Context: an optimization exercise on an open-source flow, tuned for small area. The choices shown serve that exercise and are no tape-out recipe.
In this exercise RTL edits were held to simulation tests only and were not proved equivalent to the original.
Power is estimated from default activity; no workload was simulated.

`design/flow/config.mk`:
```
export PLATFORM = sky130hd
export DESIGN_NAME = regfile
export DESIGN_NICKNAME = regfile
export VERILOG_FILES = /design/flow/design.v
export SDC_FILE = /design/flow/constraint.sdc
export NUM_CORES = 4
export LEC_CHECK = 0
export CAP_MARGIN = 0
export CORE_MARGIN = 2
export CORE_UTILIZATION = 40
export CTS_BUF_LIST = sky130_fd_sc_hd__clkbuf_16
export CTS_CLUSTER_DIAMETER = 80
export CTS_CLUSTER_SIZE = 28
export PLACE_DENSITY = 0.6
export SLEW_MARGIN = 0
export SYNTH_HIERARCHICAL = 1
```
`design/flow/constraint.sdc`:
```
create_clock -name core_clock -period 5.0 [get_ports {clk_i}]
set_input_delay 1.0000 -clock core_clock [delete_from_list [all_inputs] [get_ports {clk_i}]]
set_output_delay 1.0000 -clock core_clock [all_outputs]
set_load 0.01 [all_outputs]
```
`design/flow/design.v`:
```
`timescale 1ns / 1ps
module regfile_aoi222(
input wire [2:0] a,
input wire [2:0] b,
output wire y
    );
 assign y = ~|(a & b);
endmodule
module regfile_rdbit(
input wire [32:0] d,
input wire [32:0] s,
output wire y
    );
 wire [10:0] t;
 genvar g;
 generate for (g=0; g<11; g=g+1) begin : grp
  regfile_aoi222 u (.a(d[3*g+2:3*g]), .b(s[3*g+2:3*g]), .y(t[g]));
 end endgenerate
 assign y = ~&t;
endmodule
module regfile_dec #(parameter MASKED = 1) (
input wire [4:0] a,
input wire en,
input wire [31:0] m,
output wire [31:0] y
    );
 wire [3:0] lo;
 wire [7:0] hi;
 genvar g;
 generate for (g=0; g<4; g=g+1) begin : lo_g
  assign lo[g] = en & (a[1:0] == g);
 end
 for (g=0; g<8; g=g+1) begin : hi_g
  assign hi[g] = (a[4:2] == g);
 end
 for (g=0; g<32; g=g+1) begin : y_g
  assign y[g] = lo[g%4] & hi[g/4] & (m[g] | !MASKED);
 end endgenerate
endmodule
module regfile(
input wire clk_i,
input wire rst_n_i,
input wire [4:0] rs1_addr_i,
input wire [4:0] rs2_addr_i,
input wire [4:0] rsd_addr_i,
input wire [31:0] rsd_i,
input wire rd_wren_i,
output reg [31:0] rs1_data_o,
output reg [31:0] rs2_data_o
    );
 reg [31:0] array [0:31];
 reg [31:0] valid;
 reg        rst_seen;
 wire       rden = rst_n_i & ~rd_wren_i;
 wire       rsel = rden & rst_seen;
 wire [31:0] dec1, dec2, decw;
 integer i;
 regfile_dec #(.MASKED(0)) u_decw (.a(rsd_addr_i), .en(rd_wren_i), .m(valid), .y(decw));  
 regfile_dec u_dec1 (.a(rs1_addr_i), .en(rsel), .m(valid), .y(dec1));
 regfile_dec u_dec2 (.a(rs2_addr_i), .en(rsel), .m(valid), .y(dec2));
 always @( posedge clk_i or negedge rst_n_i) begin
 if(!rst_n_i) begin
  rst_seen <= 1'b0;
 end
 else begin
  rst_seen <= rst_n_i;  
 end
 end
 always @( posedge clk_i) begin
  valid <= (valid & {32{rst_seen}}) | decw;
 end
 always @( posedge clk_i) begin
 for (i=0; i<32; i=i+1)
  if(decw[i]) array[i] <= rsd_i;
 end
 wire [32:0] sel1 = {~rden, dec1};
 wire [32:0] sel2 = {~rden, dec2};
 wire [31:0] nxt1, nxt2;
 genvar b, r;
 generate for (b=0; b<32; b=b+1) begin : bit_g
  wire [32:0] d1, d2;
  for (r=0; r<32; r=r+1) begin : row_g
   assign d1[r] = array[r][b];
  end
  assign d1[32] = rs1_data_o[b];
  assign d2[31:0] = d1[31:0];
  assign d2[32] = rs2_data_o[b];
  regfile_rdbit u1 (.d(d1), .s(sel1), .y(nxt1[b]));
  regfile_rdbit u2 (.d(d2), .s(sel2), .y(nxt2[b]));
 end endgenerate
 always @( posedge clk_i) begin
  rs1_data_o <= nxt1;
  rs2_data_o <= nxt2;
 end
endmodule
```
`design/flow/run.sh`:
```
#!/bin/bash
# synth_recipe.tcl (not shown) runs the flow's synth.tcl, then flattens the netlist and writes it again
# the make line also repeats each setting of config.mk as NAME=value (left out here)
make -C /OpenROAD-flow-scripts/flow DESIGN_CONFIG=/design/flow/config.mk WORK_HOME=/design/flow/orfs CLKGATE_MAP_FILE= SYNTH_SCRIPT=/design/flow/synth_recipe.tcl finish
```
==> results.cfg <==
[finish]
fin_nets = 2577
area_growth_pct = 13.1
drive_gt1_share_pct = 9.05

[run_status]
status = complete, no violations

[placed_design]
io_buffers = 113
dp_hpwl_um = 92200
gp_congestion = 0.878

[sta]
worstMarginPinSlew_ps = 1390
drv_slew = 0
setup_viol = 0
min_period_ps = 3830
fmax_mhz = 261
max_slew_margin_pct = 7.26
setup_tns_ps = 0
finalHoldViolations = 0
worst_hold_slack_ps = 479
skew_ps = 27.8
rsz0062_at_grt = false
post-route-period-util_pct = 76.6

[grt]
overflow = 0
grt_util_all_layers_pct = 28.5
grt_pass1_wl_um = 220000
grt_antenna_before_repair = 5
grt_max_degree = 38
grt_pass1_vias = 30000

[clock_tree]
cts_tree = built
clockBufferDepth = 3
cts_root_buffer = clkbuf_16
htree_levels = 2
cts.clk_slew.worst_paths_ps = 100
numCtsBuffers = 49
cts_hold_buf = 0
post_cts_buffers = 0
clock_sinks = 1121
cts_resized = 0
clk_latency_ps = 670

[synth]
synth_area_leaders = edfxtp_1 72%, a222oi_1 17%, dfxtp_1 4.5%
synthesis.nets = 2304
synth_largest_area_cell = edfxtp_1
yosysSeqAreaShare_pct = 77.1
yosysUniqueCellTypes = 24
synth-async-reset-ratio_pct = 0.0892
synth_cells = 2254
synth_edf_count = 1024
avgSynthCellArea_um2 = 18.8
post-synth-top-count-cell = edfxtp_1
yosys_warnings = 8
ys_ff_latch = 1121
synth_top_area_share_pct = 72.5
synthTopCellsByCount = 1024 x edfxtp_1, 704 x a222oi_1, 129 x nand4_1, 96 x dfxtp_1, 66 x and3_1
netlist_area_mm2 = 0.0424
synth_ff_type = edfxtp_1

[worst_setup_path]
crit_type = input pin to flip-flop
r2r_start = rst_seen
crit_family = simple AND/OR/NAND/NOR gates
cp_slowest_cell = clkdlybuf4s50_1
end_kind = flip-flop
startpoint_type = input pin
cp.arrival_ps = 4380
cp_num_buf_inv = 2
cp.required_ps = 5550
worstPathCellList = clkdlybuf4s50_1 > and3b_2 > and3b_1 > and3_1 > buf_12 > a222oi_1 > nand4_1 > or3_1
cp_max_fo = 19
crit_path_max_incr_delay_ps = 630
startpoint = rd_wren_i

[power]
power_leakage_nw = 15.4
ir_drop_mv = 0.375
power_density_mw_per_mm2 = 325

[drt]
dr_total_vias = 30600
finalWirelength_um = 161000
dr.pass1.iters = 15
vias_per_cell = 7.73
post-route-drc-count = 0
wire_per_inst_um = 40.6
ant_nets = 0
drt-initial-drc-count = 8771

[die]
initial_core_util_pct = 40.3
dieArea_mm2 = 0.109
coreArea_mm2 = 0.105
dieHeight_um = 330
rows = 119
ios = 114
die_w_um = 330

[min_path]
hold_class = flip-flop to flip-flop
hold_start = valid[24]

[flow_run]
cap_violations = 0
[final cells by class]
cell class | count | area [µm²]
Tap cell | 1391 | 1740
Antenna cell | 6 | 15.0
Clock inverter | 36 | 214
Fill cell | 8835 | 57300
Clock buffer | 51 | 1280
Multi-Input combinational cell | 1126 | 9920
Timing Repair Buffer | 229 | 2110
Sequential cell | 1121 | 32700
[flip-flops by register name, summed over array words and instances (netlist names)]
| name | flops |
|---|---|
| array | 1024 |
| rs1_data_o | 32 |
| rs2_data_o | 32 |
| valid | 32 |
| rst_seen | 1 |
[layout by cell type (no fill, tap or decap), drive strengths merged, types with 3 or more instances in the layout]
cell | synthesis | final
nand4 | 129 | 129
inv | 0 | 24
or3 | 64 | 64
clkinvlp | 0 | 4
nand4bb | 3 | 3
edfxtp | 1024 | 1024
clkbuf | 3 | 51
nor2 | 32 | 32
buf | 4 | 116
nand3 | 64 | 64
and3 | 68 | 68
diode | 0 | 6
nand2b | 3 | 3
a21o | 32 | 32
nand4b | 3 | 3
dfxtp | 96 | 96
and3b | 11 | 11
a222oi | 704 | 704
clkinv | 0 | 8
clkdlybuf4s50 | 0 | 113
nor3b | 8 | 8
[modules after synthesis (local to each module, per instance), a selection]
module	cells	cell area (µm²)	flip-flops and latches	copies in the design
regfile	1159	33000	1121	1
regfile_dec	44	313	0	2
regfile_rdbit	4	23.8	0	64
regfile_aoi222	1	10.0	0	704
[per-stage QoR]
step / utilization [%] / cell area [µm²] / cells / total power, mW / setup WS (ps)
floorplan: - / 42400 / 2254 / 10.7 / 1560
CTS: 45.6 / 48000 / 3954 / 15.6 / 1300
detailed placement: 44.1 / 46500 / 3867 / 10.9 / 605
global route: 45.6 / 48000 / 3954 / 15.9 / 1090
finish: 45.6 / 48000 / 3960 / 15.6 / 1170
global placement: 44.1 / 46500 / 3867 / 10.9 / 637
[path summary, 6_finish.rpt]
| kind | to | slack [ps] | depth (start not counted) |
|---|---|---|---|
| min in group asynchronous | rst_seen | 530 | 1 |
| setup reg to reg | rs1_data_o[27] | 1800 | 7 |
| max in group asynchronous | rst_seen | 4320 | 1 |
| setup / recovery | rs1_data_o[27] | 1170 | 8 |
| hold / removal | valid[24] | 480 | 1 |
| hold reg to reg | valid[24] | 480 | 1 |
[power breakdown]
part | switching [mW] | internal, mW | leakage, nW
logic | 0.262 | 0.0754 | 4.63
clock network | 2.93 | 1.91 | 0.789
registers | 0.0645 | 10.3 | 10.0
[metal layers]
metal  vias to the layer above  global-route usage [%]  wire length [µm]
met4                         2                    13.8              8550
met1                     15300                    38.5             55400
met2                      3150                    42.6             69900
met3                       464                    8.16             26800
li1                      11800                       -                 -
met5                         -                       0                13
[kinds of logic (layout without fill, tap and decap cells)]
group | Yosys count | after routing | share of synthesized area [%]
AND/OR/NAND/NOR | 390 | 390 | 5.62
buffers and inverters | 7 | 316 | 0.133
flip-flops | 1121 | 1121 | 77.1
other | 0 | 6 | 0
AO/OA/AOI/OAI | 736 | 736 | 17.2

[port drivers added, routing unchanged]
No port has a modelled driver above. Below, the same layout with a new extraction and two added sets of constraints.
Step 1: set_driving_cell puts a clkbuf_16 on clk_i and a buf_2 on each other input, an assumption about the parent block.
Step 2 times the ports against the registers' clock, not the clock port: input delays grow and output delays shrink by t, the midpoint of the rising clock arrivals with the driver on.
Slacks: no drivers / after step 1 / after step 2; pairs: no drivers / after step 1.
t, ns: 0.731
slack for setup (ns): 1.169 / 1.220 / 0.489
hold WS [ns]: 0.479 / 0.479 / 0.479
clock arrival spread, ns: 0.033 / 0.034
slew at the worst register clock pin (ns): 0.11 / 0.11
After both steps this run still meets setup and hold. The setup slack of this run moves by +0.051 ns with the drivers and by -0.680 ns with both steps.
